Context: an optimization exercise on an open-source flow, tuned for small area and a short achievable clock period. The choices shown serve that exercise and are no tape-out recipe. Where RTL was checked, it was by simulation tests only, not by an equivalence proof against the original.

## job 4716
Design mac, start of the top module:
module mac(
    input [15:0] x1,
    input [15:0] x2,
    input clk,
    input rst,
    input en,
    output [39:0] y
    );
reg [39:0] S;
reg [31:0] C;
wire s1;
wire c2;
wire s3;
wire c4;
wire s5;
wire c6;
wire s7;
wire c8;
wire s9;
wire c10;
wire s11;
wire c12;
wire s13;
wire c14;
wire s15;
wire c16;
wire s17;
wire c18;
wire s19;
wire c20;
wire s21;
wire c22;
wire s23;
wire c24;
wire s25;
wire c26;
wire s27;
wire c28;
wire s29;
wire c30;
wire s31;
wire c32;
wire s33;
wire c34;
wire s35;
wire c36;
wire s37;
wire c38;
wire s39;
wire c40;
wire s41;
wire c42;
wire s43;
wire c44;
wire s45;
wire c46;
wire s47;
wire c48;
wire s49;
wire c50;
wire s51;
wire c52;
wire s53;
wire c54;
wire s55;
wire c56;
wire s57;
wire c58;
wire s59;
wire c60;
wire s61;
wire c62;
wire s63;
wire c64;
wire s65;
wire c66;
wire s67;
wire c68;
wire s69;
wire c70;
wire s71;
wire c72;
wire s73;
wire c74;
wire s75;
wire c76;
wire s77;
wire c78;
wire s79;
wire c80;
wire s81;
wire c82;
wire s83;
wire c84;
wire s85;
wire c86;
wire s87;
wire c88;
wire s89;
wire c90;
wire s91;
wire c92;
wire s93;
wire c94;
wire s95;
wire c96;
wire s97;
wire c98;
wire s99;
wire c100;
wire s101;
wire c102;
wire s103;
wire c104;
wire s105;
wire c106;
wire s107;
wire c108;
wire s109;
wire c110;
wire s111;
wire c112;
wire s113;
wire c114;
wire s115;
wire c116;
wire s117;
wire c118;
wire s119;
wire c120;
wire s121;
wire c122;
wire s123;
wire c124;
wire s125;
wire c126;
wire s127;
wire c128;
  ...
For scale: about 930 cells after synthesis, ~72 flip-flops, ~75 I/O pins, about 0.0091 sq mm of cells after synthesis.
Settings: LEC_CHECK=0, ABC_AREA=1, CAP_MARGIN=20, CORE_MARGIN=2, CORE_UTILIZATION=60, CTS_BUF_LIST=sky130_fd_sc_hd__clkbuf_4 sky130_fd_sc_hd__clkbuf_8, SETUP_SLACK_MARGIN=5, SLEW_MARGIN=20, SYNTH_HIERARCHICAL=1; clock period 12.0 ns.
standard.sh (not shown) runs the stock make flow with config.mk's settings and CLKGATE_MAP_FILE= SYNTH_SCRIPT=/design/flow/synth_recipe.tcl, a recipe that flattens the netlist after the stock synthesis.
==> flow/flow/run.sh <==
#!/bin/bash
# The standard layout (standard.sh: ORFS synthesis to final layout) with a
# few extra ORFS settings; the clock, constraints and synthesis script are
# unchanged. Settings come from flow/params.sh:
#   MARGIN      setup slack that repair_timing aims for (ns)
#   PORTBUF     cell used to buffer every input and output port
#   EXTRA       further ORFS make variables
set -u
. flow/params.sh
bash standard.sh SETUP_SLACK_MARGIN=$MARGIN "BUFFER_PORTS_ARGS=-buffer_cell $PORTBUF" $EXTRA finish > standard.log 2>&1
==> flow/flow/params.sh <==
MARGIN=6.5
PORTBUF=sky130_fd_sc_hd__buf_1
EXTRA="ABC_LOAD_IN_FF=2"
Job 4716: no failed stages, no open violations at the end
--- input diff job 4716..job 7126 ---
==> flow/flow/params.sh <==
MARGIN=6.5
PORTBUF=sky130_fd_sc_hd__buf_1
EXTRA="ABC_LOAD_IN_FF=3"
- Summary — met1 track demand over resource, job 7126 relative to job 4716: lower, by 0.57 points.
- Of job 7126 and job 4716, the lower area overhead of the layout relative to synthesis belongs to job 7126.
- Comparing job 7126 with job 4716, the final design instance area without fill came out essentially unchanged.
- Routed wire length grows slightly when moving from job 4716 to job 7126.
No run of this note included a check of the RTL's function; only the layout flow was run.

Setup of lane 1:
mac, a different RTL version from the one above (not shown whole).
Size in the first run: about 910 cells after synthesis, about 72 flip-flops, ~75 I/O pins.
clock: 12.0 ns
lec_check: 0
abc_area: 1
cap_margin: 20
core_margin: 2
core_utilization: 60
cts_buf_list: sky130_fd_sc_hd__clkbuf_4 sky130_fd_sc_hd__clkbuf_8
setup_slack_margin: 5
slew_margin: 20
synth_hierarchical: 1
==> flow/flow/params.sh <==
MARGIN=6.5
PORTBUF=sky130_fd_sc_hd__buf_2
EXTRA="ABC_LOAD_IN_FF=2 RECOVER_POWER=30"
Scripts as last shown in full above: flow/flow/run.sh
The layout from lane 1, despite a flow that completed every stage, fails the layout checks, with the failing checks listed as max-capacitance violations, max-slew violations.
[inputs] lane 2 vs lane 1
- setting PLACE_DENSITY to 0.8 for the first time
==> flow/flow/params.sh <==
MARGIN=6.5
PORTBUF=sky130_fd_sc_hd__buf_2
EXTRA="ABC_LOAD_IN_FF=2"
--- outcome ---
Lane 2 completed every stage of the flow, and the final layout passed the timing, DRC and antenna checks. In terms of synthesized area per cell, lane 2 and lane 1 differ only marginally. Compared to lane 1, lane 2 reaches a higher achievable clock. The proportion of final cell area spent on non-clock buffers in lane 2 sits 0.19 points below the value recorded for lane 1. Lane 1 and lane 2 ended up with nearly the same area of the multi-input gates. Lane 2: first-pass GRT wire length is 1100 microns lower than what lane 1 reported. Any difference in sequential cell area share between lane 2 and lane 1 is small enough to ignore. The higher critical path depth of lane 1 and lane 2 is in lane 2.
Inputs modified between lane 2 and lane 3:
- PLACE_DENSITY no longer set, was 0.8
- CTS_BUF_LIST no longer set, was sky130_fd_sc_hd__clkbuf_4 sky130_fd_sc_hd__clkbuf_8
- CORE_UTILIZATION now 40, was 60
==> comparison <==
Comparing time the final worst path needs with I/O delays and setup for lane 2 and lane 3, the smaller number came from lane 2.
Lane 3 against lane 2: cell count increased 92, non-clock buffer count decreased 4, clock latency at the later pin of the worst-skew pair decreased 0.03 ns.
The inputs of lane 4 differ from those of lane 3 as listed below.
- putting CTS_BUF_LIST at sky130_fd_sc_hd__clkbuf_4 sky130_fd_sc_hd__clkbuf_8 where nothing was set
- swapping 40 for 75 in CORE_UTILIZATION
Notes after the runs:
Lane 4 vs. lane 3: worst path setup slack after routing +0.013 ns; number of global-route vias before repair +88. Final cell area: lane 4 below lane 3. Final cycle utilization of the critical path of lane 3 is on par with lane 4. Lane 4 vs. lane 3: multi-input combinational area share grew by 1.3 points, total routing usage reported by global routing grew by 16 points, die footprint shrank by about 46%. Via count: lane 4 higher than lane 3. From lane 3 to lane 4, number of sequential cells did not move at all.

-- re-timing with driven ports --
The flow's constraints put no driver on any port. The routed layouts listed below were extracted and timed again, unchanged, in two steps.
Step 1: set_driving_cell puts a clkbuf_16 on clk and a buf_2 on each other input, an assumption about the parent block.
Step 2, shift: input delay + t, output delay - t, t = (earliest + latest rising clock arrival at the registers) / 2. This alone moves slack from input paths to output paths.
Three values: ideal ports, drivers, drivers and shift; two values: the first two.
run	shift t [ns]	setup slack, ns	worst hold slack (ns)	slew at the worst register clock pin (ns)	worst slew at a driven data input, ns
job 4716	0.419	6.632 / 6.603 / 6.226	0.650 / 0.650 / 0.650	0.08 / 0.08	0.04
job 7126	0.421	6.556 / 6.560 / 6.139	0.626 / 0.626 / 0.626	0.09 / 0.09	0.04
lane 1	0.407	6.267 / 6.283 / 5.876	0.659 / 0.659 / 0.659	0.09 / 0.09	0.04
lane 2	0.420	6.617 / 6.577 / 6.250	0.654 / 0.654 / 0.654	0.08 / 0.08	0.05
lane 3	0.392	6.537 / 6.489 / 6.232	0.639 / 0.639 / 0.639	0.06 / 0.06	0.04
lane 4	0.425	6.550 / 6.511 / 6.177	0.636 / 0.636 / 0.636	0.09 / 0.09	0.04
The setup slack of job 7126, which loses most, moves by +0.004 ns with the drivers and by -0.417 ns with both steps. The worst setup slack also covers recovery checks on asynchronous resets.
